From an optimization exercise on the open Yosys and OpenROAD flow, aimed at small area, a short achievable clock period and few clock cycles; shortcuts taken in it are not production practice. Only simulation tests tie the RTL to the original design; equivalence was not proved. No activity file was given, so power comes from the tool's default toggle rates.

### flow/design.v
`timescale 1ns / 1ps
module mul;
endmodule
`timescale 1ns / 1ps
module cuberoot(input [7:0] a_i, input [7:0] b_i, output [2:0] y);
wire n1;
wire n2;
wire n3;
wire n4;
wire n5;
wire n6;
wire n7;
wire n8;
wire n9;
wire n10;
wire n11;
wire n12;
wire n13;
wire n14;
wire n15;
wire n16;
wire n17;
wire n18;
wire n19;
wire n20;
wire n21;
wire n22;
wire n23;
wire n24;
wire n25;
wire n26;
wire n27;
wire n28;
wire n29;
wire n30;
wire n31;
wire n32;
wire n33;
wire n34;
wire n35;
wire n36;
wire n37;
wire n38;
wire n39;
wire n40;
wire n41;
wire n42;
wire n43;
wire n44;
wire n45;
wire n46;
wire n47;
wire n48;
wire n49;
wire n50;
wire n51;
wire n52;
wire n53;
wire n54;
wire n55;
wire n56;
wire n57;
wire n58;
wire n59;
wire n60;
wire n61;
wire n62;
wire n63;
wire n64;
wire n65;
wire n66;
wire n67;
wire n68;
wire n69;
wire n70;
wire n71;
wire n72;
wire n73;
wire n74;
wire n75;
wire n76;
wire n77;
wire n78;
wire n79;
wire n80;
wire n81;
wire n82;
wire n83;
wire n84;
wire n85;
assign n1 = ~b_i[6] & ~b_i[7];
assign n2 = ~a_i[3] & n1;
assign n3 = a_i[4] & ~n2;
assign n4 = a_i[3] & ~n1;
assign n5 = ~b_i[4] & ~b_i[5];
assign n6 = ~b_i[6] & n5;
assign n7 = b_i[6] & ~b_i[7];
assign n8 = ~n6 & ~n7;
assign n9 = a_i[2] & n8;
assign n10 = ~a_i[2] & ~n8;
assign n11 = ~n9 & ~n10;
assign n12 = ~b_i[2] & ~b_i[3];
assign n13 = ~b_i[4] & n12;
assign n14 = ~b_i[5] & b_i[6];
assign n15 = b_i[7] & ~n14;
assign n16 = n13 & ~n15;
assign n17 = ~b_i[5] & ~b_i[7];
assign n18 = ~b_i[6] & b_i[7];
assign n19 = ~n17 & ~n18;
assign n20 = ~n6 & ~n19;
assign n21 = ~n16 & ~n20;
assign n22 = ~a_i[1] & ~n21;
assign n23 = n11 & ~n22;
assign n24 = a_i[1] & n21;
assign n25 = n13 & ~n17;
assign n26 = ~b_i[4] & ~n6;
assign n27 = ~b_i[0] & ~b_i[1];
assign n28 = ~b_i[2] & n27;
assign n29 = ~b_i[3] & n28;
assign n30 = ~n26 & ~n29;
assign n31 = ~n25 & ~n30;
assign n32 = b_i[3] & ~n28;
assign n33 = b_i[5] & ~b_i[6];
assign n34 = ~n14 & ~n33;
assign n35 = ~n13 & n34;
assign n36 = ~n32 & n35;
assign n37 = ~n31 & ~n36;
assign n38 = ~n15 & ~n37;
assign n39 = b_i[6] & ~n29;
assign n40 = ~b_i[4] & ~n32;
assign n41 = ~n39 & n40;
assign n42 = b_i[5] & ~n41;
assign n43 = b_i[7] & ~n5;
assign n44 = ~n42 & n43;
assign n45 = ~n38 & ~n44;
assign n46 = a_i[0] & n45;
assign n47 = ~n24 & ~n46;
assign n48 = n23 & ~n47;
assign n49 = ~n9 & ~n48;
assign n50 = ~n4 & n49;
assign n51 = n3 & ~n50;
assign n52 = ~n11 & ~n24;
assign n53 = ~n48 & ~n52;
assign n54 = ~a_i[0] & ~n45;
assign n55 = ~n23 & n54;
assign n56 = n53 & ~n55;
assign n57 = ~n51 & ~n56;
assign n58 = ~a_i[4] & ~n4;
assign n59 = ~n3 & n49;
assign n60 = ~n58 & ~n59;
assign n61 = a_i[5] & a_i[6];
assign n62 = n60 & n61;
assign n63 = ~n57 & n62;
assign n64 = ~a_i[7] & ~n63;
assign n65 = ~a_i[5] & ~n60;
assign n66 = a_i[6] & a_i[7];
assign n67 = ~n65 & n66;
assign n68 = ~n64 & ~n67;
assign n69 = a_i[5] & n51;
assign n70 = ~a_i[6] & ~a_i[7];
assign y[2] = ~(~n69 & n70);
assign n71 = ~n11 & ~n22;
assign n72 = ~n54 & n71;
assign n73 = ~n53 & ~n72;
assign n74 = n60 & ~n73;
assign n75 = ~a_i[4] & ~a_i[5];
assign n76 = n2 & n75;
assign n77 = n49 & n76;
assign n78 = ~n74 & ~n77;
assign n79 = ~n11 & n22;
assign n80 = n54 & n79;
assign n81 = ~n78 & ~n80;
assign n82 = ~a_i[5] & ~n51;
assign n83 = ~n81 & n82;
assign n84 = ~y[2] & ~n83;
assign y[0] = ~(~n68 & ~n84);
assign n85 = ~y[2] & ~n77;
assign y[1] = ~(~n67 & ~n85);
endmodule
`timescale 1ns / 1ps
module root;
endmodule
`timescale 1ns / 1ps
module lab2(
    input clk_i,
    input rst_i,
    input [7:0] a_i,
    input [7:0] b_i,
    input start_i,
    output wire busy_o,
    output wire [3:0] y_bo
);
wire [2:0] y_next;
reg  [2:0] y;
cuberoot cuberoot_inst (.a_i(a_i), .b_i(b_i), .y(y_next));
assign busy_o = 1'b0;
assign y_bo = {1'b0, y};
always @(posedge clk_i)
    if (start_i && !rst_i)
        y <= y_next;
endmodule
### flow/flow/run.sh
#!/bin/bash
# The standard layout, with two changes: synthesis maps the logic with ABC's
# area-oriented &nf mapper (flow/abc.script) instead of ORFS's script, and the
# port buffers are plain buf_1 cells. Everything else, the registers included,
# is the standard synthesis and flow.
set -euo pipefail
work=$PWD
cat > $work/flow_synth.tcl <<EOT
proc abc {args} {
  set i [lsearch -exact \$args -script]
  if {\$i >= 0} { set args [lreplace \$args \$i [expr {\$i + 1}] -script $work/flow/abc.script] }
  yosys abc {*}\$args
}
source $work/synth_recipe.tcl
EOT
bash standard.sh SYNTH_SCRIPT=$work/flow_synth.tcl \
  "BUFFER_PORTS_ARGS=-buffer_cell sky130_fd_sc_hd__buf_1" finish > $work/flow.log 2>&1
### flow/flow/abc.script
strash
dch
map -D 1300
topo
upsize -D 1300
dnsize -D 1300
### flow/standard.sh
#!/bin/bash
# synth_recipe.tcl (not shown) runs the flow's synth.tcl, then flattens the netlist and writes it again
# the make line also repeats each setting of config.mk as NAME=value (left out here)
make -C /OpenROAD-flow-scripts/flow DESIGN_CONFIG=/design/flow/config.mk WORK_HOME=/design/flow/orfs CLKGATE_MAP_FILE= SYNTH_SCRIPT=/design/flow/synth_recipe.tcl "${@:-finish}"
### flow/config.mk
export PLATFORM = sky130hd
export DESIGN_NAME = lab2
export DESIGN_NICKNAME = lab2
export VERILOG_FILES = /design/flow/design.v
export SDC_FILE = /design/flow/constraint.sdc
export NUM_CORES = 4
export LEC_CHECK = 0
export CAP_MARGIN = 20
export CORE_AREA = 2 2 60 60
export DIE_AREA = 0 0 62 62
export SETUP_SLACK_MARGIN = 1.5
export SLEW_MARGIN = 20
### flow/constraint.sdc
create_clock -name core_clock -period 5.0 [get_ports {clk_i}]
set_input_delay 1.0000 -clock core_clock [delete_from_list [all_inputs] [get_ports {clk_i}]]
set_output_delay 1.0000 -clock core_clock [all_outputs]
set_load 0.01 [all_outputs]
==> results.cfg, run 1 <==
[outcome]
status = complete, no violations

[power]
power_per_cell_area_mw_per_mm2 = 188
power_leakage_nw = 0.210
peakVddDrop_v = 0.0000369

[setup_path]
crit_path_start = b_i[5]
critPathKind = in -> reg
start_kind = primary input
critPathMaxFanout = 5
endpoint = y[1]$_DFFE_PP_
crit_required_ns = 4.97
endpoint_kind = flip-flop
crit_arrival_ns = 2.81

[global_route]
grt_overflow = 0
grt_usage_pct = 6.19
first_global_vias = 469
antenna_found_initial = 0
grt_pass1_wl_mm = 1.70
grt_max_degree = 7

[routing]
drc_errors = 0
via_per_inst = 3.81
drt-pass1-iter-count = 6
finalWirelength_mm = 1.10
wl_per_cell_um = 7.66
drt_iter0_drc = 8
ant_nets = 0
num_vias = 548

[clocking]
clkTransAtPathRegs_ns = 0.04
cts_setup_buffers = 0
clk_path_buf_depth = 2
cts_tree = done
postCtsResizedCells = 0
cts_sinks = 3
numCtsBuffers = 3
cts-root-buf = clkbuf_4
h-tree-depth = 1
hold_buffers = 0

[floorplanning]
core_area_mm2 = 0.00328
dieArea_mm2 = 0.00384
die_x_um = 62
start_util_pct = 15.0
die_height_um = 62
io_pins = 24
placementRows = 21

[yosys]
synth-edff-count = 3
synth-seq-cells = 3
yosysUniqueCellTypes = 28
ys_dominant_reg_cell = edfxtp_1
syn-mean-instance-area_um2 = 6.68
postSynthCellCount = 74
async_flop_share_pct = 0
syn_area_um2 = 494
yosys_warnings = 1
seq_area_frac_synth_pct = 18.2

[timing]
setup_viol = 0
setup_tns_ns = 0
finalCritPeriodShare_pct = 56.7
hold_ws_ns = 1.08
hold_viol = 0
grt_setup_unrepaired = false
max_freq_mhz = 353
fin_crit_ns = 2.83
slew_violations = 0

[cells_and_area]
diodes = 0
largest_register = y
drive_gt1_share_pct = 14.3
top_regs = y: 3 flops
final_common_cell = buf_1
largest_reg_flops = 3
syn_to_final_growth_pct = 30.6
most-common-layout-cells = buf_1, clkinv_1, nor2_1, nand2_1
final_util_pct = 19.7
nNetsFinal = 120

[placement]
gp_congestion = 0.737
portBuffers = 21
dpl.hpwl_um = 974

[job]
maxCapViolCount = 0

[worst_hold_path]
hold_path_class = in -> reg
logic make-up after synthesis:
logic type / after synthesis / synth area share [%]
fa+ha+maj: 2 / 5.06
simple gates: 26 / 25.8
buf+inv: 19 / 15.9
compound gates: 23 / 34.2
other cells: 1 / 0.759
flops: 3 / 18.2
where the power goes:
part	switching (mW)	internal, mW	leakage (nW)	total [mW]
combinational	0.0303	0.0190	0.166	0.0494
sequential	0.000344	0.0303	0.0288	0.0307
clock	0.0116	0.0298	0.0150	0.0415
area by class of cell:
cell class / count / area, um^2
well taps: 46 / 57.6
flip-flops and latches: 3 / 90.1
clock buffers: 4 / 26.3
repair buffers: 21 / 78.8
multi-input cells: 53 / 329
inverters: 17 / 63.8
fillers: 380 / 2640
worst max-delay path, cell delays in order:
cell	delay, ns
buf_1	0.19
clkinv_1	0.12
ha_1	0.29
clkinv_1	0.05
nor3_1	0.23
o21ai_2	0.09
a31oi_2	0.25
o21ai_2	0.10
a21oi_2	0.14
inv_1	0.08
o211ai_2	0.15
o21ai_1	0.08
per-stage QoR:
step	setup WS (ns)	instances	power [mW]	cell area, um^2
after floorplan	2.35	75	0.0666	498
after global placement	1.95	140	0.0800	619
after detailed placement	1.93	140	0.0806	619
after CTS	2.16	144	0.124	646
after global routing	2.01	144	0.132	646
final	2.17	144	0.121	646
cell usage after synthesis (2+ instances only):
library cell  count  area share, %
nand2_1           7            5.3
nor3_2            3            6.1
nor3_1            2            2.0
nor2_1           10            7.6
ha_1              2            5.1
o22ai_1           3            3.8
a21oi_1           4            4.1
clkinv_1         15             11
o211ai_2          2            5.1
edfxtp_1          3             18
buf_4             2            3.0
o21ai_1           4            4.1
o21ai_2           2            3.5
worst min-delay path by stage:
stage	slack, ns	cells past startpoint	end	from
global route	1.09	2	y[2]$_DFFE_PP_	rst_i
finish	1.08	2	y[2]$_DFFE_PP_	rst_i
floorplan	1.22	1	y[0]$_DFFE_PP_	rst_i
detailed placement	1.32	2	y[0]$_DFFE_PP_	rst_i
CTS	1.08	2	y[2]$_DFFE_PP_	rst_i
global placement	1.32	2	y[0]$_DFFE_PP_	rst_i
per-layer routing:
metal / routed length (um) / share of wire, % / global-route usage [%]
met5: 0 / 0 / 0
met2: 614 / 56 / 11.6
met3: 29 / 2.6 / 1.24
met1: 459 / 42 / 6.20
met4: 0 / 0 / 3.65
Testbench counts, summed over its fixed seeds: cycles 3,200.
==> inputs of run 2 (changes only) <==
==> flow/flow/abc.script (replaced) <==
&get -n
&dch
&nf -R 1000
&put
topo
upsize
dnsize
--- a/flow/config.mk
+++ b/flow/config.mk
@@ -7,6 +7,7 @@
 export LEC_CHECK = 0
 export CAP_MARGIN = 20
 export CORE_AREA = 2 2 60 60
+export CTS_BUF_LIST = sky130_fd_sc_hd__clkbuf_2
 export DIE_AREA = 0 0 62 62
 export SETUP_SLACK_MARGIN = 1.5
 export SLEW_MARGIN = 20
==> run 2 against run 1 <==
  * Hold slack improved by 0.037 ns
  * Die area unchanged
  * First-iteration DRC count rose to 3.1 times the previous value
  * Sequential power about the same
  * Wire length decreased by 4.2%
  * Non-clock buffer count is the same
  * Power down 13%
  * Sequential share of layout area grew 2.0 points
  * Via count down 8.9%
  * Final area decreased by 12%
  * Clock-buffer cell count stayed put
  * Cell count decreased by 11%
  * Critical path type unchanged
  * Highest routed layer is now met4
==> results.cfg, run 2 <==
[yosys]
yosysTopAreaCell = edfxtp_1
synth_area_leaders = edfxtp_1, a21oi_1, nor2_1, ha_1, o21ai_0
yosysMostFrequentCell = nor2_1
synth_common_cells = nor2_1, a21oi_1, o21ai_0
yosysUniqueCellTypes = 30
syn_area_um2 = 420
ys_dominant_reg_cell = edfxtp_1
seq_area_frac_synth_pct = 21.4
syn-mean-instance-area_um2 = 7.25
postSynthCellCount = 58
yosys_warnings = 1
synth-seq-cells = 3
synth-edff-count = 3
synth_top_area_share_pct = 21.4
async_flop_share_pct = 0

[power]
swShare_pct = 35.6
power_leakage_nw = 0.191
sequentialPowerShare_pct = 28.9
p_clk_share_pct = 31.8
p_int_mw = 0.0683
peakVddDrop_v = 0.0000333
comb_power_share_pct = 39.3
power.switching_mw = 0.0378
power_per_cell_area_mw_per_mm2 = 188

[clocking]
numCtsBuffers = 3
cts_sinks = 3
cts_tree = done
cts_setup_buffers = 0
h-tree-depth = 1
hold_buffers = 0
clkTransAtPathRegs_ns = 0.04
clk_path_buf_depth = 2
postCtsResizedCells = 0
cts-root-buf = clkbuf_2

[placement]
portBuffers = 21
dpl.hpwl_um = 917
gp_congestion = 0.720
dpl_worst_slack_ns = 1.81

[setup_path]
crit_arrival_ns = 2.91
critPathKind = in -> reg
crit_path_frequent_cell = o21ai_1
critPathSlowestCell = or4_1
critPathMaxFanout = 3
crit_required_ns = 4.96
start_kind = primary input
path_cells = buf_1 > or4_1 > o21ai_0 > o21ai_1 > a21oi_1 > nor2_1 > a21oi_2 > nor2_1 > nor2_4 > a21oi_1 > o2111a_1 > o21ai_1 > o21ai_1
critical_path.max_stage_delay_ns = 0.54
endpoint_kind = flip-flop

[routing]
wl_met3_um = 95
ant_nets = 0
via_per_inst = 3.90
num_vias = 499
finalWirelength_mm = 1.06
top_layer = met4
drc_errors = 0
drt_iter0_drc = 25
wl_per_cell_um = 8.26
wl_met2_um = 487
drt-pass1-iter-count = 4
met1Wirelength_um = 468

[global_route]
antenna_found_initial = 0
grt_max_degree = 8
first_global_vias = 426
grt_overflow = 0
grt_pass1_wl_mm = 1.68
grt_usage_pct = 5.93

[floorplanning]
io_pins = 24
dieArea_mm2 = 0.00384
die_height_um = 62
die_x_um = 62
core_area_mm2 = 0.00328
start_util_pct = 12.8
placementRows = 21

[outcome]
status = complete, no violations

[timing]
setup_viol = 0
setup_ws_ns = 2.05
fin_crit_ns = 2.95
finalCritPeriodShare_pct = 59.1
grt_setup_unrepaired = false
max_freq_mhz = 338
slew_violations = 0
hold_viol = 0
setup_tns_ns = 0

[cells_and_area]
final_common_cell = buf_1
largest_register = y
nNetsFinal = 104
diodes = 0
drive_gt1_share_pct = 11.0
most-common-layout-cells = buf_1, nor2_1, a21oi_1, o21ai_0
syn_to_final_growth_pct = 34.5
final_util_pct = 17.2
largest_reg_flops = 3
top_regs = y: 3 flops

[worst_hold_path]
hold_path_class = in -> reg

[job]
maxCapViolCount = 0
-- run 2: cell count changes in the layout (fill, tap and decap cells not counted), sizes merged, moves of 2 or more --
cell	before	now
a21oi	5	8
clkinv	15	1
nand2	8	3
nor3	5	2
o211ai	3	1
o21ai	7	9
o22ai	3	1
or3	0	2
-- run 2: worst max-delay path: cells and delay by family --
kind                   cells  cell delay, ns
buffers and inverters      1            0.09
AOI/OAI and AO/OA          8            1.00
and+or+nand+nor            4            0.80
-- run 2: worst paths after layout --
| path | cells after the start | from | slack, ns | end |
|---|---|---|---|---|
| min | 2 | rst_i | 1.12 | y[1]$_DFFE_PP_ |
| max | 13 | b_i[2] | 2.05 | y[0]$_DFFE_PP_ |
-- run 2: cells by family after synthesis --
kind of cell / Yosys count / synth area share [%]
AOI/OAI and AO/OA: 24 / 34.8
buffers and inverters: 5 / 6.25
DFF: 3 / 21.4
adders and majority gates: 2 / 5.95
other: 1 / 0.892
and+or+nand+nor: 23 / 30.7
-- run 2: per-stage QoR --
step	power [mW]	std cells	hold slack, ns	instance area [um^2]
after global routing	0.118	128	1.13	566
after floorplan	0.0602	59	1.21	424
after detailed placement	0.0730	124	1.33	546
final	0.106	128	1.12	566
after CTS	0.109	128	1.11	566
after global placement	0.0730	124	1.32	546
-- run 2: metal layers --
metal / vias up / global-route usage [%]
met1: 211 / 7.05
met5: - / 0
met2: 22 / 9.38
met4: 0 / 3.65
li1: 264 / -
met3: 2 / 1.66
-- run 2: area by class of cell --
type | count | area, um^2
tap | 46 | 57.6
multi-input combinational | 51 | 308
timing repair buffer | 21 | 78.8
inverter | 3 | 11.3
clock buffer | 4 | 20.0
fill | 384 | 2720
sequential | 3 | 90.1
-- run 2: power groups by stage --
stage               Combinational, mW  Sequential (mW)  Clock, mW
floorplan                      0.0280           0.0322          0
global placement               0.0419           0.0310          0
detailed placement             0.0419           0.0311          0
CTS                            0.0422           0.0307     0.0359
global route                   0.0484           0.0310     0.0388
finish                         0.0418           0.0307     0.0337
==> inputs of run 3 (changes only) <==
--- a/flow/config.mk
+++ b/flow/config.mk
@@ -7,7 +7,8 @@
 export LEC_CHECK = 0
 export CAP_MARGIN = 20
 export CORE_AREA = 2 2 60 60
-export CTS_BUF_LIST = sky130_fd_sc_hd__clkbuf_2
+export CTS_CLUSTER_DIAMETER = 200
+export CTS_CLUSTER_SIZE = 30
 export DIE_AREA = 0 0 62 62
 export SETUP_SLACK_MARGIN = 1.5
 export SLEW_MARGIN = 20
==> run 3 against run 2 <==
  * Hold slack got worse by 0.027 ns
  * Sequential power barely moved
  * Clock power rose by 26%
==> results.cfg, run 3 <==
[power]
swShare_pct = 32.7
peakVddDrop_v = 0.0000420
p_clk_share_pct = 36.8
power_per_cell_area_mw_per_mm2 = 201
sequentialPowerShare_pct = 26.8
comb_power_share_pct = 36.4
p_total_mw = 0.115
power_leakage_nw = 0.189
p_int_mw = 0.0772
power.switching_mw = 0.0375

[setup_path]
critPathTopFamily = compound AO/OA/AOI/OAI gates
endpoint_kind = flip-flop
path_cells = buf_1 > or4_1 > o21ai_0 > o21ai_1 > a21oi_1 > nor2_1 > a21oi_2 > nor2_1 > nor2_4 > a21oi_1 > o2111a_1 > o21ai_1 > o21ai_1
critical_path.max_stage_delay_ns = 0.54
crit_arrival_ns = 2.91
crit_buf_inv = 1
critPathMaxFanout = 3
critPathSlowestCell = or4_1
crit_path_frequent_cell = o21ai_1
start_kind = primary input
crit_path_start = b_i[2]
critPathKind = in -> reg
crit_required_ns = 4.98

[cells_and_area]
largest_reg_flops = 3
top_regs = y: 3 flops
most-common-layout-cells = buf_1, nor2_1, a21oi_1, o21ai_0, o21ai_1
drive_gt1_share_pct = 9.76
largest_register = y
diodes = 0
final_common_cell = buf_1
syn_to_final_growth_pct = 36.0
final_area_um2 = 572
nNetsFinal = 104

[yosys]
seq_area_frac_synth_pct = 21.4
ys_dominant_reg_cell = edfxtp_1
syn_area_um2 = 420
postSynthCellCount = 58
yosysMostFrequentCell = nor2_1
syn-mean-instance-area_um2 = 7.25
synth-seq-cells = 3
synth-edff-count = 3
synth_common_cells = nor2_1, a21oi_1, o21ai_0
synth_area_leaders = edfxtp_1, a21oi_1, nor2_1, ha_1, o21ai_0
synth_top_area_share_pct = 21.4
async_flop_share_pct = 0
yosysUniqueCellTypes = 30
yosys_warnings = 1
yosysTopAreaCell = edfxtp_1

[timing]
setup_tns_ns = 0
hold_viol = 0
finalCritPeriodShare_pct = 58.6
slew_violations = 0
fin_crit_ns = 2.93
setup_viol = 0
max_freq_mhz = 341
grt_setup_unrepaired = false

[clocking]
hold_buffers = 0
clkTransAtPathRegs_ns = 0.04
h-tree-depth = 1
clk_path_buf_depth = 2
numCtsBuffers = 3
cts_sinks = 3
cts_setup_buffers = 0
cts_tree = done
cts-root-buf = clkbuf_4
postCtsResizedCells = 0

[routing]
drt-pass1-iter-count = 4
via_per_inst = 3.86
drt_iter0_drc = 24
wl_per_cell_um = 8.19
num_vias = 494
drc_errors = 0
finalWirelength_mm = 1.05
ant_nets = 0

[floorplanning]
die_x_um = 62
dieArea_mm2 = 0.00384
die_height_um = 62
start_util_pct = 12.8
io_pins = 24
core_area_mm2 = 0.00328
placementRows = 21

[global_route]
first_global_vias = 426
grt_pass1_wl_mm = 1.68
grt_overflow = 0
grt_usage_pct = 5.80
antenna_found_initial = 0
grt_max_degree = 8

[placement]
postPlaceCellArea_um2 = 546
gp_congestion = 0.720
portBuffers = 21
dpl.hpwl_um = 917

[outcome]
status = complete, no violations

[worst_hold_path]
worstHoldStart = rst_i
hold_path_class = in -> reg

[job]
maxCapViolCount = 0
## run 3: cell families (layout without fill, tap and decap cells)
logic type	count (synthesis)	count (layout)	share of synthesized area (%)
buffers and inverters	5	28	6.25
adders and majority gates	2	2	5.95
other	1	2	0.892
and+or+nand+nor	23	23	30.7
AOI/OAI and AO/OA	24	24	34.8
DFF	3	3	21.4
## run 3: cell type report
class,count,area (um^2)
timing repair buffer,21,78.8
fill,383,2710
sequential,3,90.1
inverter,3,11.3
clock buffer,4,26.3
tap,46,57.6
multi-input combinational,51,308
## run 3: worst paths after layout
| check | to | slack, ns | depth (start not counted) |
|---|---|---|---|
| hold / removal | y[1]$_DFFE_PP_ | 1.09 | 2 |
| setup / recovery | y[0]$_DFFE_PP_ | 2.07 | 13 |
## run 3: metal layers
layer | GRT usage, % | up-vias | share of wire (%)
li1 | - | 263 | -
met1 | 7.05 | 207 | 45
met2 | 9.38 | 22 | 46
met3 | 1.66 | 2 | 8.4
met4 | 2.74 | 0 | 0.48
met5 | 0 | - | 0
## run 3: power groups by stage
stage          Sequential [mW]  Clock, mW  Combinational (mW)
2_1_floorplan           0.0322          0              0.0280
3_3_place_gp            0.0310          0              0.0419
3_5_place_dp            0.0311          0              0.0419
4_1_cts                 0.0307     0.0442              0.0422
5_1_grt                 0.0311     0.0470              0.0484
6_report                0.0307     0.0423              0.0418
## run 3: through the flow
| stage | utilization [%] | std cells | worst slack (ns) | hold WS (ns) |
|---|---|---|---|---|
| after floorplan | - | 59 | 2.06 | 1.21 |
| after global placement | 16.6 | 124 | 1.81 | 1.32 |
| after detailed placement | 16.6 | 124 | 1.81 | 1.33 |
| after CTS | 17.4 | 128 | 2.05 | 1.09 |
| after global routing | 17.4 | 128 | 1.79 | 1.12 |
| final | 17.4 | 128 | 2.07 | 1.09 |
==> inputs of run 4 (changes only) <==
--- a/flow/config.mk
+++ b/flow/config.mk
@@ -7,8 +7,6 @@
 export LEC_CHECK = 0
 export CAP_MARGIN = 20
 export CORE_AREA = 2 2 60 60
-export CTS_CLUSTER_DIAMETER = 200
-export CTS_CLUSTER_SIZE = 30
 export DIE_AREA = 0 0 62 62
-export SETUP_SLACK_MARGIN = 1.5
+export SETUP_SLACK_MARGIN = 0.5
 export SLEW_MARGIN = 20
==> run 4 against run 3 <==
  * Synthesized cell count unchanged
  * Power unchanged
  * Cell count unchanged
  * Utilization unchanged
  * First-iteration DRC count unchanged
  * Die area unchanged
  * Synthesized area unchanged
  * Flip-flop and latch count unchanged
  * Maximum frequency unchanged
  * Critical endpoint unchanged
  * Largest power group unchanged
  * Highest routed layer unchanged
==> results.cfg, run 4 <==
[worst_hold_path]
worstHoldStart = rst_i
hold_path_class = in -> reg

[clocking]
cts_tree = done
clk_path_buf_depth = 2
postCtsResizedCells = 0
cts-root-buf = clkbuf_4
numCtsBuffers = 3
clkTransAtPathRegs_ns = 0.04
hold_buffers = 0
cts_setup_buffers = 0
cts_sinks = 3
h-tree-depth = 1

[yosys]
yosysMostFrequentCell = nor2_1
synth-simple-area-share_pct = 30.7
synth-seq-cells = 3
yosys_warnings = 1
synth_top_family_by_area = compound AO/OA/AOI/OAI gates
synth_area_leaders = edfxtp_1, a21oi_1, nor2_1, ha_1, o21ai_0
yosysUniqueCellTypes = 30
synth_top_area_share_pct = 21.4
synth_compound_area_share_pct = 34.8
postSynthCellCount = 58
synth_xor_area_share_pct = 0
synth_adder_area_share_pct = 5.95
syn_area_um2 = 420
ys_dominant_reg_cell = edfxtp_1
yosysTopAreaCell = edfxtp_1
synthMuxAreaShare_pct = 0
synth-edff-count = 3
async_flop_share_pct = 0
syn-mean-instance-area_um2 = 7.25
synth_common_cells = nor2_1, a21oi_1, o21ai_0
seq_area_frac_synth_pct = 21.4

[power]
p_clk_share_pct = 36.8
power_per_cell_area_mw_per_mm2 = 201
p_int_mw = 0.0772
power.switching_mw = 0.0375
p_total_mw = 0.115
swShare_pct = 32.7
comb_power_share_pct = 36.4
sequentialPowerShare_pct = 26.8
power_leakage_nw = 0.189
peakVddDrop_v = 0.0000420

[setup_path]
critPathKind = in -> reg
start_kind = primary input
critPathSlowestCell = or4_1
critical_path.max_stage_delay_ns = 0.54
crit_arrival_ns = 2.91
crit_buf_inv = 1
crit_path_frequent_cell = o21ai_1
crit_required_ns = 4.98
crit_path_start = b_i[2]
endpoint_kind = flip-flop
path_cells = buf_1 > or4_1 > o21ai_0 > o21ai_1 > a21oi_1 > nor2_1 > a21oi_2 > nor2_1 > nor2_4 > a21oi_1 > o2111a_1 > o21ai_1 > o21ai_1
critPathMaxFanout = 3
critPathTopFamily = compound AO/OA/AOI/OAI gates

[floorplanning]
core_area_mm2 = 0.00328
die_x_um = 62
io_pins = 24
die_height_um = 62
start_util_pct = 12.8
dieArea_mm2 = 0.00384
placementRows = 21

[timing]
setup_tns_ns = 0
fin_crit_ns = 2.93
finalCritPeriodShare_pct = 58.6
hold_viol = 0
setup_viol = 0
max_freq_mhz = 341
slew_violations = 0
grt_setup_unrepaired = false

[routing]
ant_nets = 0
drt_iter0_drc = 24
wl_per_cell_um = 8.19
via_per_inst = 3.86
drt-pass1-iter-count = 4
finalWirelength_mm = 1.05
drc_errors = 0
num_vias = 494

[cells_and_area]
fillers = 383
diodes = 0
drive_gt1_share_pct = 9.76
final_common_cell = buf_1
largest_register = y
nNetsFinal = 104
syn_to_final_growth_pct = 36.0
fin_cells = 128
top_regs = y: 3 flops
most-common-layout-cells = buf_1, nor2_1, a21oi_1, o21ai_0, o21ai_1
largest_reg_flops = 3

[global_route]
antenna_found_initial = 0
grt_max_degree = 8
grt_pass1_wl_mm = 1.68
first_global_vias = 426
grt_usage_pct = 5.80
grt_overflow = 0

[placement]
dp.cells = 124
gp_congestion = 0.720
dpl.hpwl_um = 917
portBuffers = 21

[outcome]
status = complete, no violations

[job]
maxCapViolCount = 0
run 4: final cells by class:
type	count	area, um^2	share of cell area (%)
Clock buffer	4	26.3	4.60
Inverter	3	11.3	1.97
Multi-Input combinational cell	51	308	53.8
Sequential cell	3	90.1	15.8
Tap cell	46	57.6	10.1
Timing Repair Buffer	21	78.8	13.8
run 4: through the flow:
stage                     worst slack [ns]  hold WS (ns)  cell area, um^2  util [%]
after floorplan                       2.06          1.21              424         -
after global placement                1.81          1.32              546      16.6
after detailed placement              1.81          1.33              546      16.6
after CTS                             2.05          1.09              572      17.4
after global routing                  1.79          1.12              572      17.4
final                                 2.07          1.09              572      17.4
run 4: metal layers:
| metal | share of wire (%) | global-route usage (%) |
|---|---|---|
| met5 | 0 | 0 |
| met4 | 0.48 | 2.74 |
| met3 | 8.4 | 1.66 |
| met2 | 46 | 9.38 |
| met1 | 45 | 7.05 |
run 4: worst paths after layout:
path        endpoint  slack, ns  depth (start not counted)
min   y[1]$_DFFE_PP_       1.09                          2
max   y[0]$_DFFE_PP_       2.07                         13
run 4: cells by family (layout without fill, tap and decap cells):
| kind of cell | count (synthesis) | in the layout |
|---|---|---|
| flops | 3 | 3 |
| fa+ha+maj | 2 | 2 |
| buf+inv | 5 | 28 |
| simple gates | 23 | 23 |
| other cells | 1 | 2 |
| compound gates | 24 | 24 |
run 4: power by group through the flow:
| stage | sequential [mW] | clock [mW] | combinational, mW |
|---|---|---|---|
| final | 0.0307 | 0.0423 | 0.0418 |
| after global routing | 0.0311 | 0.0470 | 0.0484 |
| after CTS | 0.0307 | 0.0442 | 0.0422 |
| after detailed placement | 0.0311 | 0 | 0.0419 |
| after global placement | 0.0310 | 0 | 0.0419 |
| after floorplan | 0.0322 | 0 | 0.0280 |
==> inputs of run 5 (changes only) <==
--- a/flow/flow/run.sh
+++ b/flow/flow/run.sh
@@ -14,4 +14,5 @@
 source $work/synth_recipe.tcl
 EOT
 bash standard.sh SYNTH_SCRIPT=$work/flow_synth.tcl \
-  "BUFFER_PORTS_ARGS=-buffer_cell sky130_fd_sc_hd__buf_1" finish > $work/flow.log 2>&1
+  "BUFFER_PORTS_ARGS=-buffer_cell sky130_fd_sc_hd__buf_1" \
+  "CTS_ARGS=-repair_clock_nets -dont_use_dummy_load -buf_list sky130_fd_sc_hd__clkbuf_2" finish > $work/flow.log 2>&1
--- a/flow/config.mk
+++ b/flow/config.mk
@@ -8,5 +8,5 @@
 export CAP_MARGIN = 20
 export CORE_AREA = 2 2 60 60
 export DIE_AREA = 0 0 62 62
-export SETUP_SLACK_MARGIN = 0.5
+export SETUP_SLACK_MARGIN = 1.5
 export SLEW_MARGIN = 20
==> run 5 against run 4 <==
  * Critical path type unchanged
  * Critical path depth unchanged
  * Critical endpoint unchanged
  * First-iteration DRC count grew 29%
  * Hold slack better by 0.029 ns
  * Synthesized cell count unchanged
  * Maximum frequency is 0.90% lower
  * Synthesized area is the same
  * Still clean on timing, DRC and antenna
  * Sequential share of layout area increased by 0.32 points
==> results.cfg, run 5 <==
[outcome]
status = complete, no violations

[global_route]
first_global_vias = 422
grt_max_degree = 8
antenna_found_initial = 0
grt_pass1_wl_mm = 1.66
grt_usage_pct = 5.76
grt_overflow = 0

[yosys]
syn_area_um2 = 420
async_flop_share_pct = 0
synth-seq-cells = 3
synth-edff-count = 3
postSynthCellCount = 58
yosysMostFrequentCell = nor2_1
yosysUniqueCellTypes = 30
yosys_warnings = 1
ys_dominant_reg_cell = edfxtp_1
synth_common_cells = nor2_1, a21oi_1, o21ai_0
yosysTopAreaCell = edfxtp_1
seq_area_frac_synth_pct = 21.4
syn-mean-instance-area_um2 = 7.25
synth_top_area_share_pct = 21.4
synth_area_leaders = edfxtp_1, a21oi_1, nor2_1, ha_1, o21ai_0

[clocking]
postCtsResizedCells = 0
clkTransAtPathRegs_ns = 0.04
numCtsBuffers = 3
cts_tree = done
cts_sinks = 3
cts_setup_buffers = 0
cts-root-buf = clkbuf_2
h-tree-depth = 1
clk_path_buf_depth = 2
hold_buffers = 0

[routing]
ant_nets = 0
drc_errors = 0
finalWirelength_mm = 1.05
drt-pass1-iter-count = 4
drt_iter0_drc = 31
via_per_inst = 3.91
wl_per_cell_um = 8.29
num_vias = 497

[setup_path]
critical_path.max_stage_delay_ns = 0.54
path_cells = buf_1 > or4_1 > o21ai_0 > o21ai_1 > a21oi_1 > nor2_1 > a21oi_2 > nor2_1 > nor2_4 > a21oi_1 > o2111a_1 > o21ai_1 > o21ai_1
crit_buf_inv = 1
critPathTopFamily = compound AO/OA/AOI/OAI gates
crit_cells = 13
crit_arrival_ns = 2.91
critPathMaxFanout = 3
critPathKind = in -> reg
crit_required_ns = 4.95
crit_path_frequent_cell = o21ai_1
endpoint_kind = flip-flop
critPathSlowestCell = or4_1
start_kind = primary input

[timing]
fin_crit_ns = 2.96
grt_setup_unrepaired = false
setup_viol = 0
setup_tns_ns = 0
max_freq_mhz = 338
finalCritPeriodShare_pct = 59.1
hold_viol = 0
slew_violations = 0

[placement]
dpl.hpwl_um = 917
gp_congestion = 0.720
portBuffers = 21

[power]
peakVddDrop_v = 0.0000329
power.switching_mw = 0.0359
power_per_cell_area_mw_per_mm2 = 177
p_clk_share_pct = 26.9
sequentialPowerShare_pct = 31.0
comb_power_share_pct = 42.1
swShare_pct = 36.2
p_int_mw = 0.0633
power_leakage_nw = 0.187

[cells_and_area]
fillers = 384
nNetsFinal = 104
diodes = 0
seqCellArea_um2 = 90.1
largest_register = y
largest_reg_flops = 3
multi_input_area_um2 = 308
final_common_cell = buf_1
final_util_pct = 17.1
drive_gt1_share_pct = 9.88
syn_to_final_growth_pct = 33.3
top_regs = y: 3 flops
most-common-layout-cells = buf_1, nor2_1, a21oi_1, o21ai_0, o21ai_1

[job]
maxCapViolCount = 0

[worst_hold_path]
hold_path_class = in -> reg
hold_end = y[1]$_DFFE_PP_
worstHoldStart = rst_i
hold_depth = 2

[floorplanning]
placementRows = 21
die_x_um = 62
core_area_mm2 = 0.00328
io_pins = 24
start_util_pct = 12.8
dieArea_mm2 = 0.00384
die_height_um = 62
==> run 5: cell types whose count changed in the layout (fill, tap and decap cells not counted), sizes merged <==
cell	delta
clkbuf	-1
==> run 5: cell families (layout without fill, tap and decap cells) <==
| logic type | after synthesis | in the layout | share of synthesized area (%) |
|---|---|---|---|
| AOI/OAI and AO/OA | 24 | 24 | 34.8 |
| adders and majority gates | 2 | 2 | 5.95 |
| buffers and inverters | 5 | 27 | 6.25 |
| DFF | 3 | 3 | 21.4 |
| other | 1 | 2 | 0.892 |
| and+or+nand+nor | 23 | 23 | 30.7 |
==> run 5: power by group through the flow <==
| stage | registers (mW) | logic [mW] | clock network (mW) |
|---|---|---|---|
| after floorplan | 0.0322 | 0.0280 | 0 |
| after global placement | 0.0310 | 0.0419 | 0 |
| after detailed placement | 0.0311 | 0.0419 | 0 |
| after CTS | 0.0307 | 0.0422 | 0.0285 |
| after global routing | 0.0310 | 0.0484 | 0.0305 |
| final | 0.0307 | 0.0418 | 0.0267 |
==> run 5: final cells by class <==
cell class | count | share of cell area, %
Clock buffer | 3 | 2.68
Inverter | 3 | 2.01
Multi-Input combinational cell | 51 | 54.9
Sequential cell | 3 | 16.1
Tap cell | 46 | 10.3
Timing Repair Buffer | 21 | 14.1
==> run 5: worst max path at each step <==
stage                start             end
floorplan           b_i[2]  y[0]$_DFFE_PP_
global placement    b_i[2]  y[0]$_DFFE_PP_
detailed placement  b_i[2]  y[0]$_DFFE_PP_
CTS                 b_i[2]  y[0]$_DFFE_PP_
global route        b_i[5]  y[0]$_DFFE_PP_
finish              b_i[2]  y[0]$_DFFE_PP_
==> run 5: metrics by stage <==
| stage | worst slack [ns] | instance area (um^2) | power [mW] | cells | hold slack, ns |
|---|---|---|---|---|---|
| finish | 2.04 | 561 | 0.0991 | 127 | 1.12 |
| global route | 1.77 | 561 | 0.110 | 127 | 1.15 |
| CTS | 2.03 | 561 | 0.101 | 127 | 1.11 |
| detailed placement | 1.81 | 546 | 0.0730 | 124 | 1.33 |
| global placement | 1.81 | 546 | 0.0730 | 124 | 1.32 |
| floorplan | 2.06 | 424 | 0.0602 | 59 | 1.21 |
==> run 5: layer usage <==
metal  wire length (um)  GRT usage (%)  part of all wire [%]  up-vias
met1                468           7.05                    44      210
li1                   -              -                     -      263
met5                  0              0                     0        -
met4                  5           2.74                  0.47        0
met3                 95           1.66                   9.0        2
met2                483           9.23                    46       22
==> inputs of run 6 (changes only) <==
--- a/flow/flow/run.sh
+++ b/flow/flow/run.sh
@@ -15,4 +15,4 @@
 EOT
 bash standard.sh SYNTH_SCRIPT=$work/flow_synth.tcl \
   "BUFFER_PORTS_ARGS=-buffer_cell sky130_fd_sc_hd__buf_1" \
-  "CTS_ARGS=-repair_clock_nets -dont_use_dummy_load -buf_list sky130_fd_sc_hd__clkbuf_2" finish > $work/flow.log 2>&1
+  "CTS_ARGS=-repair_clock_nets -dont_use_dummy_load -sink_clustering_enable -sink_clustering_size 4 -sink_clustering_max_diameter 100 -buf_list sky130_fd_sc_hd__clkbuf_2" finish > $work/flow.log 2>&1
==> run 6 against run 5 <==
  * Still clean
  * Cell count is the same
  * Sequential share of layout area is the same
  * Utilization is the same
  * Synthesized area is the same
  * Clock-buffer cell count is the same
  * Wire length is the same
  * Synthesized cell count is the same
  * Global-route usage is the same
  * Critical path depth is the same
  * Flip-flop and latch count is the same
  * Critical path type unchanged
==> results.cfg, run 6 <==
[outcome]
status = complete, no violations

[yosys]
seq_area_frac_synth_pct = 21.4
ys_dominant_reg_cell = edfxtp_1
synth_area_leaders = edfxtp_1, a21oi_1, nor2_1, ha_1, o21ai_0
postSynthCellCount = 58
yosysTopAreaCell = edfxtp_1
yosysMostFrequentCell = nor2_1
async_flop_share_pct = 0
syn_area_um2 = 420
synth_top_area_share_pct = 21.4
synth-seq-cells = 3
syn-mean-instance-area_um2 = 7.25
synth_common_cells = nor2_1, a21oi_1, o21ai_0
synth-edff-count = 3
yosysUniqueCellTypes = 30
yosys_warnings = 1

[clocking]
clk_path_buf_depth = 2
cts_sinks = 3
numCtsBuffers = 3
cts_tree = done
cts-root-buf = clkbuf_2
cts_setup_buffers = 0
hold_buffers = 0
clkTransAtPathRegs_ns = 0.04
h-tree-depth = 1
postCtsResizedCells = 0

[cells_and_area]
nNetsFinal = 104
multi_input_area_um2 = 308
fin_cells = 127
final_area_um2 = 561
top_regs = y: 3 flops
largest_reg_flops = 3
drive_gt1_share_pct = 9.88
fillers = 384
final_common_cell = buf_1
seqCellArea_um2 = 90.1
most-common-layout-cells = buf_1, nor2_1, a21oi_1, o21ai_0, o21ai_1
final_util_pct = 17.1
diodes = 0
syn_to_final_growth_pct = 33.3
largest_register = y

[setup_path]
critPathSlowestCell = or4_1
crit_required_ns = 4.95
critPathMaxFanout = 3
crit_arrival_ns = 2.91
path_cells = buf_1 > or4_1 > o21ai_0 > o21ai_1 > a21oi_1 > nor2_1 > a21oi_2 > nor2_1 > nor2_4 > a21oi_1 > o2111a_1 > o21ai_1 > o21ai_1
critPathTopFamily = compound AO/OA/AOI/OAI gates
critPathKind = in -> reg
start_kind = primary input
crit_buf_inv = 1
crit_path_frequent_cell = o21ai_1
endpoint_kind = flip-flop
critical_path.max_stage_delay_ns = 0.54

[floorplanning]
placementRows = 21
core_area_mm2 = 0.00328
io_pins = 24
die_height_um = 62
dieArea_mm2 = 0.00384
die_x_um = 62
start_util_pct = 12.8

[power]
peakVddDrop_v = 0.0000329
sequentialPowerShare_pct = 31.0
power_leakage_nw = 0.187
p_int_mw = 0.0633
swShare_pct = 36.2
power.switching_mw = 0.0359
p_clk_share_pct = 26.9
power_per_cell_area_mw_per_mm2 = 177
comb_power_share_pct = 42.1

[global_route]
met1_usage_pct = 7.05
grt_overflow = 0
met2_usage_pct = 9.23
grt_max_degree = 8
grt_usage_pct = 5.76
grt_pass1_wl_mm = 1.66
first_global_vias = 422
grtUsageMet3_pct = 1.66
grt-busiest-layer = met2
antenna_found_initial = 0

[placement]
portBuffers = 21
gp_congestion = 0.720
postPlaceCellArea_um2 = 546
dpl.hpwl_um = 917
dp.cells = 124

[timing]
fin_crit_ns = 2.96
slew_violations = 0
hold_ws_ns = 1.12
max_freq_mhz = 338
grt_setup_unrepaired = false
hold_viol = 0
finalCritPeriodShare_pct = 59.1
setup_viol = 0
setup_tns_ns = 0

[worst_hold_path]
hold_end = y[1]$_DFFE_PP_
hold_path_class = in -> reg
hold_depth = 2
worstHoldStart = rst_i

[routing]
via_per_inst = 3.91
drc_errors = 0
finalWirelength_mm = 1.05
drt-pass1-iter-count = 4
drt_iter0_drc = 31
wl_per_cell_um = 8.29
ant_nets = 0
num_vias = 497

[job]
maxCapViolCount = 0
[run 6: cell counts in the layout (fill, tap and decap cells not counted)]
Identical to the previous run, type by type.
[run 6: final cells by class]
cell class	count	share of cell area (%)
multi-input cells	51	54.9
clock buffers	3	2.68
inverters	3	2.01
well taps	46	10.3
flip-flops and latches	3	16.1
repair buffers	21	14.1
[run 6: logic make-up (layout without fill, tap and decap cells)]
kind of cell    count (synthesis)  in the layout  synth area share [%]
compound gates                 24             24                  34.8
simple gates                   23             23                  30.7
buf+inv                         5             27                  6.25
flops                           3              3                  21.4
fa+ha+maj                       2              2                  5.95
other cells                     1              2                 0.892
[run 6: how the worst max path moves through the flow]
stage | start | to | depth (start not counted)
after floorplan | b_i[2] | y[0]$_DFFE_PP_ | 12
after global placement | b_i[2] | y[0]$_DFFE_PP_ | 13
after detailed placement | b_i[2] | y[0]$_DFFE_PP_ | 13
after CTS | b_i[2] | y[0]$_DFFE_PP_ | 13
after global routing | b_i[5] | y[0]$_DFFE_PP_ | 14
final | b_i[2] | y[0]$_DFFE_PP_ | 13
[run 6: per-layer routing]
| metal | up-vias | wire length (um) |
|---|---|---|
| met4 | 0 | 5 |
| met1 | 210 | 468 |
| li1 | 263 | - |
| met3 | 2 | 95 |
| met2 | 22 | 483 |
| met5 | - | 0 |
[run 6: per-stage QoR]
step / worst slack, ns / power (mW)
floorplan: 2.06 / 0.0602
global placement: 1.81 / 0.0730
detailed placement: 1.81 / 0.0730
CTS: 2.03 / 0.101
global route: 1.77 / 0.110
finish: 2.04 / 0.0991
[run 6: power groups by stage]
stage / sequential, mW / combinational, mW / clock (mW)
finish: 0.0307 / 0.0418 / 0.0267
global placement: 0.0310 / 0.0419 / 0
detailed placement: 0.0311 / 0.0419 / 0
floorplan: 0.0322 / 0.0280 / 0
global route: 0.0310 / 0.0484 / 0.0305
CTS: 0.0307 / 0.0422 / 0.0285
==> inputs of run 7 (changes only) <==
==> flow/flow/run.sh (replaced) <==
#!/bin/bash
# The standard layout, with three changes: synthesis maps the logic with
# flow/abc.script instead of ORFS's ABC script, the port buffers are plain
# buf_1 cells, and clock tree synthesis uses clkbuf_2 cells without a dummy
# load. Everything else, the registers included, is the standard synthesis
# and flow.
set -euo pipefail
work=$PWD
cat > $work/flow_synth.tcl <<EOT
proc abc {args} {
  set i [lsearch -exact \$args -script]
  if {\$i >= 0} { set args [lreplace \$args \$i [expr {\$i + 1}] -script $work/flow/abc.script] }
  yosys abc {*}\$args
}
source $work/synth_recipe.tcl
EOT
bash standard.sh SYNTH_SCRIPT=$work/flow_synth.tcl \
  "BUFFER_PORTS_ARGS=-buffer_cell sky130_fd_sc_hd__buf_1" \
  "CTS_ARGS=-repair_clock_nets -dont_use_dummy_load -buf_list sky130_fd_sc_hd__clkbuf_2" finish > $work/flow.log 2>&1
==> run 7 against run 6 <==
  * Critical endpoint unchanged
  * Combinational power is essentially flat
  * Sequential power is essentially flat
  * Non-clock buffer count is the same
  * Synthesized cell count is the same
  * Highest routed layer unchanged
  * Clock power is essentially flat
  * Critical path type unchanged
==> results.cfg, run 7 <==
[setup_path]
crit_arrival_ns = 2.91
start_kind = primary input
crit_cells = 13
crit_required_ns = 4.95
crit_buf_inv = 1
critical_path.max_stage_delay_ns = 0.54
critPathKind = in -> reg
path_cells = buf_1 > or4_1 > o21ai_0 > o21ai_1 > a21oi_1 > nor2_1 > a21oi_2 > nor2_1 > nor2_4 > a21oi_1 > o2111a_1 > o21ai_1 > o21ai_1
critPathMaxFanout = 3
crit_path_frequent_cell = o21ai_1
endpoint_kind = flip-flop
critPathSlowestCell = or4_1
critPathTopFamily = compound AO/OA/AOI/OAI gates

[power]
p_int_mw = 0.0633
swShare_pct = 36.2
power.switching_mw = 0.0359
sequentialPowerShare_pct = 31.0
power_per_cell_area_mw_per_mm2 = 177
comb_power_share_pct = 42.1
p_clk_share_pct = 26.9
peakVddDrop_v = 0.0000329
power_leakage_nw = 0.187

[yosys]
seq_area_frac_synth_pct = 21.4
syn_area_um2 = 420
synth_area_leaders = edfxtp_1, a21oi_1, nor2_1, ha_1, o21ai_0
async_flop_share_pct = 0
synth_common_cells = nor2_1, a21oi_1, o21ai_0
yosys_warnings = 1
synth-seq-cells = 3
syn-mean-instance-area_um2 = 7.25
yosysMostFrequentCell = nor2_1
synth_top_area_share_pct = 21.4
postSynthCellCount = 58
synth-edff-count = 3
yosysTopAreaCell = edfxtp_1
ys_dominant_reg_cell = edfxtp_1
yosysUniqueCellTypes = 30

[global_route]
grt_max_degree = 8
grt_usage_pct = 5.76
grt_pass1_wl_mm = 1.66
grt_overflow = 0
first_global_vias = 422
antenna_found_initial = 0

[timing]
finalCritPeriodShare_pct = 59.1
hold_ws_ns = 1.12
max_freq_mhz = 338
grt_setup_unrepaired = false
slew_violations = 0
hold_viol = 0
setup_viol = 0
fin_crit_ns = 2.96
setup_tns_ns = 0

[placement]
portBuffers = 21
dpl.hpwl_um = 917
gp_congestion = 0.720

[floorplanning]
io_pins = 24
core_area_mm2 = 0.00328
dieArea_mm2 = 0.00384
die_height_um = 62
placementRows = 21
start_util_pct = 12.8
die_x_um = 62

[routing]
drc_errors = 0
drt-pass1-iter-count = 4
finalWirelength_mm = 1.05
num_vias = 497
drt_iter0_drc = 31
wl_per_cell_um = 8.29
ant_nets = 0
via_per_inst = 3.91

[cells_and_area]
final_common_cell = buf_1
most-common-layout-cells = buf_1, nor2_1, a21oi_1, o21ai_0, o21ai_1
largest_reg_flops = 3
fillers = 384
largest_register = y
multi_input_area_um2 = 308
nNetsFinal = 104
top_regs = y: 3 flops
drive_gt1_share_pct = 9.88
diodes = 0
seqCellArea_um2 = 90.1
syn_to_final_growth_pct = 33.3

[clocking]
h-tree-depth = 1
clk_path_buf_depth = 2
cts_setup_buffers = 0
cts_sinks = 3
postCtsResizedCells = 0
numCtsBuffers = 3
cts-root-buf = clkbuf_2
hold_buffers = 0
clkTransAtPathRegs_ns = 0.04
cts_tree = done

[job]
maxCapViolCount = 0

[worst_hold_path]
hold_path_class = in -> reg
hold_depth = 2

[outcome]
status = complete, no violations
==> run 7: cell counts after synthesis <==
Identical to the previous run, type by type.
==> run 7: routing by layer <==
layer | vias up | global-route usage, % | share of wire [%] | wire [um]
met1 | 210 | 7.05 | 44 | 468
met4 | 0 | 2.74 | 0.47 | 5
met5 | - | 0 | 0 | 0
met3 | 2 | 1.66 | 9.0 | 95
met2 | 22 | 9.23 | 46 | 483
li1 | 263 | - | - | -
==> run 7: final cells by class <==
cell class	instances	share of cell area, %
well taps	46	10.3
flip-flops and latches	3	16.1
clock buffers	3	2.68
inverters	3	2.01
multi-input cells	51	54.9
repair buffers	21	14.1
==> run 7: path summary, 6_finish.rpt <==
| path | startpoint | end | slack [ns] |
|---|---|---|---|
| max | b_i[2] | y[0]$_DFFE_PP_ | 2.04 |
| min | rst_i | y[1]$_DFFE_PP_ | 1.12 |
==> run 7: power groups by stage <==
stage | logic, mW | clock network [mW] | registers (mW)
3_3_place_gp | 0.0419 | 0 | 0.0310
3_5_place_dp | 0.0419 | 0 | 0.0311
5_1_grt | 0.0484 | 0.0305 | 0.0310
4_1_cts | 0.0422 | 0.0285 | 0.0307
2_1_floorplan | 0.0280 | 0 | 0.0322
6_report | 0.0418 | 0.0267 | 0.0307
==> run 7: metrics by stage <==
stage	setup WS (ns)	power, mW	instance area (um^2)	util, %	cells
floorplan	2.06	0.0602	424	-	59
global placement	1.81	0.0730	546	16.6	124
detailed placement	1.81	0.0730	546	16.6	124
CTS	2.03	0.101	561	17.1	127
global route	1.77	0.110	561	17.1	127
finish	2.04	0.0991	561	17.1	127
==> run 7: cells by family (layout without fill, tap and decap cells) <==
family	after synthesis	in the layout	synth area share [%]
simple gates	23	23	30.7
other cells	1	2	0.892
flops	3	3	21.4
fa+ha+maj	2	2	5.95
buf+inv	5	27	6.25
compound gates	24	24	34.8

[static timing again, ports no longer ideal]
The results above use ideal ports. As a check the final layouts listed here were re-extracted and re-timed, cells and wires unchanged. Step 1: set_driving_cell puts a clkbuf_16 on clk_i and a buf_2 on each other input, an assumption about the parent block. Step 2 times the ports against the registers' clock, not the clock port: input delays grow and output delays shrink by t, the midpoint of the rising clock arrivals with the driver on. Three values: ideal ports, drivers, drivers and shift; two values: the first two.
run | t (ns) | setup WS [ns] | hold WS [ns] | worst setup path after step 2 | latest minus earliest clock arrival (ns)
run 1 | 0.243 | 2.167 / 2.161 / 1.918 | 1.084 / 1.092 / 1.335 | input to register | 0.001 / 0.000
run 2 | 0.217 | 2.045 / 2.041 / 1.824 | 1.121 / 1.128 / 1.345 | input to register | 0.004 / 0.004
run 3 | 0.246 | 2.070 / 2.066 / 1.819 | 1.094 / 1.101 / 1.348 | input to register | 0.003 / 0.003
run 4 | 0.246 | 2.070 / 2.066 / 1.819 | 1.094 / 1.101 / 1.348 | input to register | 0.003 / 0.003
run 5 | 0.210 | 2.043 / 2.039 / 1.829 | 1.123 / 1.131 / 1.340 | input to register | 0.015 / 0.015
run 6 | 0.210 | 2.043 / 2.039 / 1.829 | 1.123 / 1.131 / 1.340 | input to register | 0.015 / 0.015
run 7 | 0.210 | 2.043 / 2.039 / 1.829 | 1.123 / 1.131 / 1.340 | input to register | 0.015 / 0.015
After both steps setup and hold are still met in every run listed.
